This design comes from an exercise in tuning for small area and a short achievable clock period on the open sky130 flow, not from production work.
In this exercise RTL edits were held to simulation tests only and were not proved equivalent to the original.

==> design/flow/design.v <==
module s_sat_13_12 #(
    parameter   WIN  = 13,
    parameter   WOUT = 12
)(
    input  signed     [WIN-1:0]  din,
    output reg signed [WOUT-1:0] dout
);
always  @(*) begin
    if ((din[WIN-1] == 1'b1) && (din[WIN-2:WOUT-1] != { {WIN-WOUT}{1'b1} })) begin
        dout = {1'b1,{{WOUT-1}{1'b0}}};
    end
    else if ((din[WIN-1] == 1'b0) && (din[WIN-2:WOUT-1] != { {WIN-WOUT}{1'b0} })) begin
        dout = {1'b0,{{WOUT-1}{1'b1}}};
    end
    else begin
        dout = din[WOUT-1:0];
    end
end
endmodule
module s_sat_22_12 #(
    parameter   WIN  = 22,
    parameter   WOUT = 12
)(
    input  signed     [WIN-1:0]  din,
    output reg signed [WOUT-1:0] dout
);
always  @(*) begin
    if ((din[WIN-1] == 1'b1) && (din[WIN-2:WIN-3] != { 2{1'b1} })) begin
        dout = {1'b1,{{WOUT-1}{1'b0}}};
    end
    else if ((din[WIN-1] == 1'b0) && (din[WIN-2:WIN-3] != { 2{1'b0} })) begin
        dout = {1'b0,{{WOUT-1}{1'b1}}};
    end
    else begin
        dout = din[19:8];
    end
end
endmodule
module butterfly #(
    parameter WD = 12
)(
    input  signed [WD-1:0] din_a_re,
    input  signed [WD-1:0] din_a_im,
    input  signed [WD-1:0] din_b_re,
    input  signed [WD-1:0] din_b_im,
    output signed [WD-1:0] dout_a_re,
    output signed [WD-1:0] dout_a_im,
    output signed [WD-1:0] dout_b_re,
    output signed [WD-1:0] dout_b_im
);
    wire signed [WD:0] add_re, add_im, sub_re, sub_im;
    assign add_re = din_a_re + din_b_re;
    assign add_im = din_a_im + din_b_im;
    assign sub_re = din_a_re - din_b_re;
    assign sub_im = din_a_im - din_b_im;
    s_sat_13_12 sa0 (
        .din(add_re),
        .dout(dout_a_re)
    );
    s_sat_13_12 sa1 (
        .din(add_im),
        .dout(dout_a_im)
    );
    s_sat_13_12 sa2 (
        .din(sub_re),
        .dout(dout_b_re)
    );
    s_sat_13_12 sa3 (
        .din(sub_im),
        .dout(dout_b_im)
    );
endmodule
module tf_multi #(
    parameter WD   = 12,
    parameter WNRD = 9
)(
    input  signed [WD-1:0]   din_re,
    input  signed [WD-1:0]   din_im,
    input  signed [WNRD-1:0] wnr_re,
    input  signed [WNRD-1:0] wnr_im,
    output signed [WD-1:0]   dout_re,
    output signed [WD-1:0]   dout_im
);
    wire signed [WD+WNRD-1:0] m0, m1, m2, m3;
    assign m0 = din_re * wnr_re;
    assign m1 = din_im * wnr_im;
    assign m2 = din_re * wnr_im;
    assign m3 = din_im * wnr_re;
    wire signed [WD+WNRD:0] s0, s1;
    assign s0 = m0 - m1;     
    assign s1 = m2 + m3;     
    s_sat_22_12 sat0
    (
        .din(s0),
        .dout(dout_re)
    );
    s_sat_22_12 sat1
    (
        .din(s1),
        .dout(dout_im)
    );
endmodule
module fft_16 #(
    parameter WD = 12,
    parameter WNRD = 9
)(
    input                  clk,
    input                  rst_n,
    input                  en,
    input  signed [WD-1:0] sin_re,
    input  signed [WD-1:0] sin_im,
    output signed [WD-1:0] sout_re,
    output signed [WD-1:0] sout_im
);
    localparam W16_1_RE = 9'b011101100;
    localparam W16_1_IM = 9'b110011110;
    localparam W16_2_RE = 9'b010110101;
    localparam W16_2_IM = 9'b101001010;
    localparam W16_3_RE = 9'b001100001;
    localparam W16_3_IM = 9'b100010011;
    localparam W16_4_RE = 9'b000000000;
    localparam W16_4_IM = 9'b100000000;
    localparam W16_5_RE = 9'b110011110;
    localparam W16_5_IM = 9'b100010011;
    localparam W16_6_RE = 9'b101001010;
    localparam W16_6_IM = 9'b101001010;
    localparam W16_7_RE = 9'b100010011;
    localparam W16_7_IM = 9'b110011110;
    reg [3:0] count;
    reg  signed [WNRD-1:0] w1_re, w1_im, w2_re, w2_im;
    wire signed [WNRD-1:0] w3_re, w3_im;
    reg  signed [WD-1:0] d1_re [0:7];
    reg  signed [WD-1:0] d1_im [0:7];
    wire signed [WD-1:0] bf1_a_re;
    wire signed [WD-1:0] bf1_a_im;
    wire signed [WD-1:0] bf1_b_re;
    wire signed [WD-1:0] bf1_b_im;
    wire signed [WD-1:0] mux1_a_re;
    wire signed [WD-1:0] mux1_a_im;
    wire signed [WD-1:0] mux1_b_re;
    wire signed [WD-1:0] mux1_b_im;
    wire signed [WD-1:0] tf1_re;
    wire signed [WD-1:0] tf1_im;
    wire signed [WD-1:0] mux1_out_re;
    wire signed [WD-1:0] mux1_out_im;
    reg signed  [WD-1:0] stage1_out_re;
    reg signed  [WD-1:0] stage1_out_im;
    reg  signed [WD-1:0] d2_re [0:3];
    reg  signed [WD-1:0] d2_im [0:3];
    wire signed [WD-1:0] bf2_a_re;
    wire signed [WD-1:0] bf2_a_im;
    wire signed [WD-1:0] bf2_b_re;
    wire signed [WD-1:0] bf2_b_im;
    wire signed [WD-1:0] mux2_a_re;
    wire signed [WD-1:0] mux2_a_im;
    wire signed [WD-1:0] mux2_b_re;
    wire signed [WD-1:0] mux2_b_im;
    wire signed [WD-1:0] tf2_re;
    wire signed [WD-1:0] tf2_im;
    wire signed [WD-1:0] mux2_out_re;
    wire signed [WD-1:0] mux2_out_im;
    reg signed  [WD-1:0] stage2_out_re;
    reg signed  [WD-1:0] stage2_out_im;
    reg  signed [WD-1:0] d3_re [0:1];
    reg  signed [WD-1:0] d3_im [0:1];
    wire signed [WD-1:0] bf3_a_re;
    wire signed [WD-1:0] bf3_a_im;
    wire signed [WD-1:0] bf3_b_re;
    wire signed [WD-1:0] bf3_b_im;
    wire signed [WD-1:0] mux3_a_re;
    wire signed [WD-1:0] mux3_a_im;
    wire signed [WD-1:0] mux3_b_re;
    wire signed [WD-1:0] mux3_b_im;
    wire signed [WD-1:0] tf3_re;
    wire signed [WD-1:0] tf3_im;
    wire signed [WD-1:0] mux3_out_re;
    wire signed [WD-1:0] mux3_out_im;
    reg signed  [WD-1:0] stage3_out_re;
    reg signed  [WD-1:0] stage3_out_im;
    reg  signed [WD-1:0] d4_re;
    reg  signed [WD-1:0] d4_im;
    wire signed [WD-1:0] bf4_a_re;
    wire signed [WD-1:0] bf4_a_im;
    wire signed [WD-1:0] bf4_b_re;
    wire signed [WD-1:0] bf4_b_im;
    wire signed [WD-1:0] mux4_a_re;
    wire signed [WD-1:0] mux4_a_im;
    wire signed [WD-1:0] mux4_b_re;
    wire signed [WD-1:0] mux4_b_im;
    reg signed  [WD-1:0] stage4_out_re;
    reg signed  [WD-1:0] stage4_out_im;
    always @(posedge clk) begin
        if (!rst_n)
            count <= 4'd0;
        else if (en)
            count <= count + 1'b1;
        else
            count <= 4'd0;
    end
    assign mux1_a_re = (count[3])? bf1_a_re : d1_re[7];
    assign mux1_a_im = (count[3])? bf1_a_im : d1_im[7];
    assign mux1_b_re = (count[3])? bf1_b_re : sin_re;
    assign mux1_b_im = (count[3])? bf1_b_im : sin_im;
    assign mux1_out_re = ((count > 4'd0) & (count < 4'd8))? tf1_re : mux1_a_re;      
    assign mux1_out_im = ((count > 4'd0) & (count < 4'd8))? tf1_im : mux1_a_im;
    always @(*) begin
        w1_re <= W16_1_RE;
        w1_im <= W16_1_IM;
        case(count)
            4'd2: begin
                w1_re <= W16_2_RE;
                w1_im <= W16_2_IM;
            end
            4'd3: begin
                w1_re <= W16_3_RE;
                w1_im <= W16_3_IM;
            end
            4'd4: begin
                w1_re <= W16_4_RE;
                w1_im <= W16_4_IM;
            end
            4'd5: begin
                w1_re <= W16_5_RE;
                w1_im <= W16_5_IM;
            end
            4'd6: begin
                w1_re <= W16_6_RE;
                w1_im <= W16_6_IM;
            end
            4'd7: begin
                w1_re <= W16_7_RE;
                w1_im <= W16_7_IM;
            end
            default: begin
                w1_re <= W16_1_RE;
                w1_im <= W16_1_IM;
            end
        endcase
    end
    assign mux2_a_re = ((count == 0) | (count > 12) | (count > 4 & count < 9))? bf2_a_re : d2_re[3];
    assign mux2_a_im = ((count == 0) | (count > 12) | (count > 4 & count < 9))? bf2_a_im : d2_im[3];
    assign mux2_b_re = ((count == 0) | (count > 12) | (count > 4 & count < 9))? bf2_b_re : stage1_out_re;
    assign mux2_b_im = ((count == 0) | (count > 12) | (count > 4 & count < 9))? bf2_b_im : stage1_out_im;
    assign mux2_out_re = ((count > 1 & count < 5) | (count > 9 & count < 13))? tf2_re : mux2_a_re;
    assign mux2_out_im = ((count > 1 & count < 5) | (count > 9 & count < 13))? tf2_im : mux2_a_im;
    always @(*) begin
        w2_re <= W16_2_RE;
        w2_im <= W16_2_IM;
        case(count)
            4'd3: begin
                w2_re <= W16_4_RE;
                w2_im <= W16_4_IM;
            end
            4'd4: begin
                w2_re <= W16_6_RE;
                w2_im <= W16_6_IM;
            end
            4'd11: begin
                w2_re <= W16_4_RE;
                w2_im <= W16_4_IM;
            end
            4'd12: begin
                w2_re <= W16_6_RE;
                w2_im <= W16_6_IM;
            end
            default: begin
                w2_re <= W16_2_RE;
                w2_im <= W16_2_IM;
            end
        endcase
    end
    assign mux3_a_re = (~count[1])?
                        bf3_a_re : d3_re[1];
    assign mux3_a_im = (~count[1])?
                        bf3_a_im : d3_im[1];
    assign mux3_b_re = (~count[1])?
                        bf3_b_re : stage2_out_re;
    assign mux3_b_im = (~count[1])?
                        bf3_b_im : stage2_out_im;
    assign mux3_out_re = ((count==3) | (count==7) | (count==11) | (count==15))? tf3_re : mux3_a_re;
    assign mux3_out_im = ((count==3) | (count==7) | (count==11) | (count==15))? tf3_im : mux3_a_im;
    assign w3_re = W16_4_RE;
    assign w3_im = W16_4_IM;
    assign mux4_a_re = (~count[0])? bf4_a_re : d4_re;
    assign mux4_a_im = (~count[0])? bf4_a_im : d4_im;
    assign mux4_b_re = (~count[0])? bf4_b_re : stage3_out_re;
    assign mux4_b_im = (~count[0])? bf4_b_im : stage3_out_im;
    always @(posedge clk) begin
        if (!rst_n) begin
            d1_re[0] <= 12'd0;
            d1_im[0] <= 12'd0;
            d1_re[1] <= 12'd0;
            d1_im[1] <= 12'd0;
            d1_re[2] <= 12'd0;
            d1_im[2] <= 12'd0;
            d1_re[3] <= 12'd0;
            d1_im[3] <= 12'd0;
            d1_re[4] <= 12'd0;
            d1_im[4] <= 12'd0;
            d1_re[5] <= 12'd0;
            d1_im[5] <= 12'd0;
            d1_re[6] <= 12'd0;
            d1_im[6] <= 12'd0;
            d1_re[7] <= 12'd0;
            d1_im[7] <= 12'd0;
        end
        else begin
            d1_re[0] <= mux1_b_re;
            d1_im[0] <= mux1_b_im;
            d1_re[1] <= d1_re[0];
            d1_im[1] <= d1_im[0];
            d1_re[2] <= d1_re[1];
            d1_im[2] <= d1_im[1];
            d1_re[3] <= d1_re[2];
            d1_im[3] <= d1_im[2];
            d1_re[4] <= d1_re[3];
            d1_im[4] <= d1_im[3];
            d1_re[5] <= d1_re[4];
            d1_im[5] <= d1_im[4];
            d1_re[6] <= d1_re[5];
            d1_im[6] <= d1_im[5];
            d1_re[7] <= d1_re[6];
            d1_im[7] <= d1_im[6];
        end
    end
    butterfly bf1
    (
    .din_a_re   (d1_re[7]),
    .din_a_im   (d1_im[7]),
    .din_b_re   (sin_re),
    .din_b_im   (sin_im),
    .dout_a_re  (bf1_a_re),
    .dout_a_im  (bf1_a_im),
    .dout_b_re  (bf1_b_re),
    .dout_b_im  (bf1_b_im)
    );
    tf_multi tf1
    (
    .din_re     (mux1_a_re),
    .din_im     (mux1_a_im),
    .wnr_re     (w1_re),
    .wnr_im     (w1_im),
    .dout_re    (tf1_re),
    .dout_im    (tf1_im)
    );
    always @(posedge clk) begin
        if (!rst_n) begin
            stage1_out_re <= 12'd0;
            stage1_out_im <= 12'd0;
        end
        else begin
            stage1_out_re <= mux1_out_re;
            stage1_out_im <= mux1_out_im;
        end
    end
    always @(posedge clk) begin
        if (!rst_n) begin
            d2_re[0] <= 12'd0;
            d2_im[0] <= 12'd0;
            d2_re[1] <= 12'd0;
            d2_im[1] <= 12'd0;
            d2_re[2] <= 12'd0;
            d2_im[2] <= 12'd0;
            d2_re[3] <= 12'd0;
            d2_im[3] <= 12'd0;
        end
        else begin
            d2_re[0] <= mux2_b_re;
            d2_im[0] <= mux2_b_im;
            d2_re[1] <= d2_re[0];
            d2_im[1] <= d2_im[0];
            d2_re[2] <= d2_re[1];
            d2_im[2] <= d2_im[1];
            d2_re[3] <= d2_re[2];
            d2_im[3] <= d2_im[2];
        end
    end
    butterfly bf2
    (
    .din_a_re   (d2_re[3]),
    .din_a_im   (d2_im[3]),
    .din_b_re   (stage1_out_re),
    .din_b_im   (stage1_out_im),
    .dout_a_re  (bf2_a_re),
    .dout_a_im  (bf2_a_im),
    .dout_b_re  (bf2_b_re),
    .dout_b_im  (bf2_b_im)
    );
    tf_multi tf2
    (
    .din_re     (mux2_a_re),
    .din_im     (mux2_a_im),
    .wnr_re     (w2_re),
    .wnr_im     (w2_im),
    .dout_re    (tf2_re),
    .dout_im    (tf2_im)
    );
    always @(posedge clk) begin
        if (!rst_n) begin
            stage2_out_re <= 12'd0;
            stage2_out_im <= 12'd0;
        end
        else begin
            stage2_out_re <= mux2_out_re;
            stage2_out_im <= mux2_out_im;
        end
    end
    always @(posedge clk) begin
        if (!rst_n) begin
            d3_re[0] <= 12'd0;
            d3_im[0] <= 12'd0;
            d3_re[1] <= 12'd0;
            d3_im[1] <= 12'd0;
        end
        else begin
            d3_re[0] <= mux3_b_re;
            d3_im[0] <= mux3_b_im;
            d3_re[1] <= d3_re[0];
            d3_im[1] <= d3_im[0];
        end
    end
    butterfly bf3
    (
    .din_a_re   (d3_re[1]),
    .din_a_im   (d3_im[1]),
    .din_b_re   (stage2_out_re),
    .din_b_im   (stage2_out_im),
    .dout_a_re  (bf3_a_re),
    .dout_a_im  (bf3_a_im),
    .dout_b_re  (bf3_b_re),
    .dout_b_im  (bf3_b_im)
    );
    tf_multi tf3
    (
    .din_re     (mux3_a_re),
    .din_im     (mux3_a_im),
    .wnr_re     (w3_re),
    .wnr_im     (w3_im),
    .dout_re    (tf3_re),
    .dout_im    (tf3_im)
    );
    always @(posedge clk) begin
        if (!rst_n) begin
            stage3_out_re <= 12'd0;
            stage3_out_im <= 12'd0;
        end
        else begin
            stage3_out_re <= mux3_out_re;
            stage3_out_im <= mux3_out_im;
        end
    end
    always @(posedge clk) begin
        if (!rst_n) begin
            d4_re <= 12'd0;
            d4_im <= 12'd0;
        end
        else begin
            d4_re <= mux4_b_re;
            d4_im <= mux4_b_im;
        end
    end
    butterfly bf4
    (
    .din_a_re   (d4_re),
    .din_a_im   (d4_im),
    .din_b_re   (stage3_out_re),
    .din_b_im   (stage3_out_im),
    .dout_a_re  (bf4_a_re),
    .dout_a_im  (bf4_a_im),
    .dout_b_re  (bf4_b_re),
    .dout_b_im  (bf4_b_im)
    );
    always @(posedge clk) begin
        if (!rst_n) begin
            stage4_out_re <= 12'd0;
            stage4_out_im <= 12'd0;
        end
        else begin
            stage4_out_re <= mux4_a_re;
            stage4_out_im <= mux4_a_im;
        end
    end
    assign sout_re = stage4_out_re;
    assign sout_im = stage4_out_im;
endmodule
==> design/flow/run.sh <==
#!/bin/bash
# synth_recipe.tcl (not shown) runs the flow's synth.tcl, then flattens the netlist and writes it again
# the make line also repeats each setting of config.mk as NAME=value (left out here)
make -C /OpenROAD-flow-scripts/flow DESIGN_CONFIG=/design/flow/config.mk WORK_HOME=/design/flow/orfs CLKGATE_MAP_FILE= SYNTH_SCRIPT=/design/flow/synth_recipe.tcl finish
==> design/flow/config.mk <==
export PLATFORM = sky130hd
export DESIGN_NAME = fft_16
export DESIGN_NICKNAME = fft_16
export VERILOG_FILES = /design/flow/design.v
export SDC_FILE = /design/flow/constraint.sdc
export NUM_CORES = 4
export LEC_CHECK = 0
export CAP_MARGIN = 20
export CORE_MARGIN = 2
export CORE_UTILIZATION = 40
export SLEW_MARGIN = 20
==> design/flow/constraint.sdc <==
create_clock -name core_clock -period 11.0 [get_ports {clk}]
set_input_delay 2.2000 -clock core_clock [delete_from_list [all_inputs] [get_ports {clk}]]
set_output_delay 2.2000 -clock core_clock [all_outputs]
set_load 0.01 [all_outputs]
==> reports/qor.yml <==
slew_headroom_pct: 23.6
clockBufferDepth: 3
hold_violations: 0
antenna_found_initial: 1
setup_violations: 0
wl_per_cell_microns: 18.3
drc: 0
grt_pass1_vias: 41100
synth-edff-count: 0
cts-hold-fix-buffers: 0
synthArstFlopShare_pct: 0
cts_tree: "yes"
cp_common_cell: "fa_1"
drtPass1Iterations: 5
synth_nets: 7089
nets: 7359
avgSynthCellArea_sq_um: 9.02
synthFlopType: "dfxtp_1"
grt.total_usage_pct: 22.0
ant_nets: 0
arrival_ns: 11.29
cts_root_buffer: "clkbuf_16"
die_h_microns: 365
post-route-min-period_ns: 10.77
clkTransAtPathRegs_ns: 0.06
path_class: "in2reg"
portBuffers: 50
dp_hpwl_microns: 116000
outcome: "complete, no violations"
wirelength_microns: 143000
clock_skew_ns: 0.0547
row_count: 132
overflow: 0
finalCritPeriodShare_pct: 97.9
synthCells: 5769
pre_cts_ws_ns: -1.15
start_util_pct: 40.2
drive_above_1_share_pct: 11.5
synth_cell_type_count: 110
fill_cells: 12500
cp-end-kind: "flip-flop"
syn_area_sq_um: 52000
core_area_sq_um: 129000
worst_pin_slew_ns: 1.14
cts_buffers: 55
io_pins: 51
ys_ff_latch: 460
fin_setup_tns_ns: 0
dieArea_sq_um: 133000
cpPeakStageDelay_ns: 0.54
dr_total_vias: 39500
drtIter0Drc: 2591
drv_slew: 0
grt_pass1_wl_microns: 230000
crit_slowest_cell: "fa_1"
die_w_microns: 365
fmax_mhz: 92.9
yosysSeqAreaShare_pct: 17.7
layout_setup_ws_ns: 0.230
viasPerCell: 5.05
worstPathMaxFanout: 5
htreeDepth: 2
syn_to_final_growth_pct: 14.3
grt_max_degree: 94
clock_sinks: 460
gp_congestion: 0.917
max-cap-violations: 0
clk_latency_ns: 0.68
min-delay-path-class: "reg2reg"
required_ns: 11.52
synth_warnings: 15
critPathLaunchType: "input port"
[timing repair]
action | 4_1_cts | 5_1_grt
endpoints found under the setup margin | 24 | 35
resized for setup | 38 | 102
cloned | 1 | 2
pin swaps | 27 | 66
setup buffers | 9 | 15
[final timing paths]
| check | startpoint | endpoint | slack (ns) | depth (start not counted) |
|---|---|---|---|---|
| min reg2reg | d1_re[4][3]$_SDFF_PN0_ | d1_re[5][3]$_SDFF_PN0_ | 0.42 | 1 |
| max reg2reg | d2_re[3][4]$_SDFF_PN0_ | stage2_out_re[5]$_SDFF_PN0_ | 0.56 | 36 |
| min | d1_re[4][3]$_SDFF_PN0_ | d1_re[5][3]$_SDFF_PN0_ | 0.42 | 1 |
| max | sin_re[5] | stage1_out_re[5]$_SDFF_PN0_ | 0.23 | 36 |
[cells by family (layout without fill, tap and decap cells)]
group / after synthesis / after routing / share of synthesized area (%)
multiplexers: 30 / 30 / 0.640
flip-flops: 460 / 460 / 17.7
AND/OR/NAND/NOR: 1300 / 1300 / 12.4
AO/OA/AOI/OAI: 1057 / 1057 / 12.6
XOR/XNOR: 249 / 249 / 4.27
buffers and inverters: 1311 / 1628 / 9.54
adder cells (fa/ha/maj): 1362 / 1362 / 42.8
other: 0 / 2 / 0
[routing by layer]
layer  global-route usage, %  share of wire, %
met5                       0            0.0056
met4                    5.39               2.4
met3                    2.72               5.0
met2                    36.3                46
met1                    30.6                46
[sequential cells by signal, summed over array words and instances, names as in the netlist, 24 cells and up]
signal,flops
d3_im,24
d1_im,96
d2_re,48
d2_im,48
d3_re,24
d1_re,96
[synthesized netlist by cell type (22+ instances only)]
cell type	instances	area share [%]
a211oi_1	25	0.36
a21o_1	42	0.61
a21oi_1	376	3.6
a221oi_1	43	0.72
a31oi_1	27	0.32
and2_1	281	3.4
clkbuf_1	216	1.6
dfxtp_1	460	18
fa_1	718	28
ha_1	575	14
inv_1	1068	7.7
maj3_1	68	1.3
nand2_1	293	2.1
nand2b_1	86	1.0
nand3_1	37	0.36
nor2_1	389	2.8
nor2b_1	41	0.49
nor3_1	47	0.45
o211ai_1	22	0.32
o21a_1	22	0.32
o21ai_0	273	2.6
o21bai_1	45	0.65
o22ai_1	31	0.37
xnor2_1	175	2.9
xor2_1	70	1.2
[worst max-delay path, delay by kind of cell]
family	cells	cell delay, ns
xor gates and xnor gates	1	0.07
muxes	1	0.34
adders and majority gates	10	4.38
and+or+nand+nor	4	0.65
AOI/OAI and AO/OA	11	2.34
buffers and inverters	9	1.29
[layout make-up]
cell class                      count  area [sq um]  area share, %
Multi-Input combinational cell   3998         38500           64.7
Sequential cell                   460          9220           15.5
Inverter                         1079          4060           6.83
Timing Repair Buffer              445          3540           5.96
Tap cell                         1742          2180           3.67
Clock buffer                       66          1480           2.49
Clock inverter                     38           475          0.800
Antenna cell                        2          5.00        0.00842
[per-stage QoR]
stage / cell area (sq um) / util, % / hold slack, ns / std cells
3_3_place_gp: 56800 / 43.9 / 0.412 / 7697
5_1_grt: 59500 / 46.0 / 0.435 / 7828
2_1_floorplan: 52100 / - / 0.412 / 5769
6_report: 59500 / 46.0 / 0.424 / 7830
3_5_place_dp: 56800 / 43.9 / 0.417 / 7697
4_1_cts: 58900 / 45.6 / 0.427 / 7811
[cells in the final DEF, fill, tap and decap left out, types with 11 or more instances in the layout]
master and count:
o21bai_1 41, nand3_1 36, maj3_1 66, nor2b_1 38
clkbuf_16 56, a221oi_1 43, ha_1 563, o21ai_0 261
o21a_1 22, or2_2 21, nand4_1 13, inv_2 16
clkdlybuf4s50_1 40, nor3_1 46, xor2_1 68, nand2b_1 84
and2_1 281, a21o_1 42, a31oi_1 25, fa_1 711
or3_1 19, and3_1 19, o211ai_1 22, nor2_1 379
ha_4 11, dfxtp_1 457, xnor2_1 173, nand2_1 291
o22ai_1 29, a211oi_1 20, a21oi_1 362, inv_1 1055
a21oi_2 13, mux2i_1 13, buf_4 383, clkinvlp_4 12
a22oi_1 14

re-timing with driven ports:
No port has a modelled driver above. Below, the same layout with a new extraction and two added sets of constraints.
Step 1: set_driving_cell puts a clkbuf_16 on clk and a buf_2 on each other input, an assumption about the parent block.
Step 2, shift: input delay + t, output delay - t, t = (earliest + latest rising clock arrival at the registers) / 2. This alone moves slack from input paths to output paths.
a / b / c = no drivers / after step 1 / after step 2; a / b = the first two.
shift t [ns]: 0.728
slack for setup (ns): 0.230 / 0.269 / -0.458
hold slack, ns: 0.424 / 0.424 / 0.424
worst register clock-pin slew, ns: 0.07 / 0.07
With both steps, setup timing fails in this run, where it was met with ideal ports. For this run, drivers alone change the setup slack by +0.039 ns; drivers and shift together by -0.688 ns.
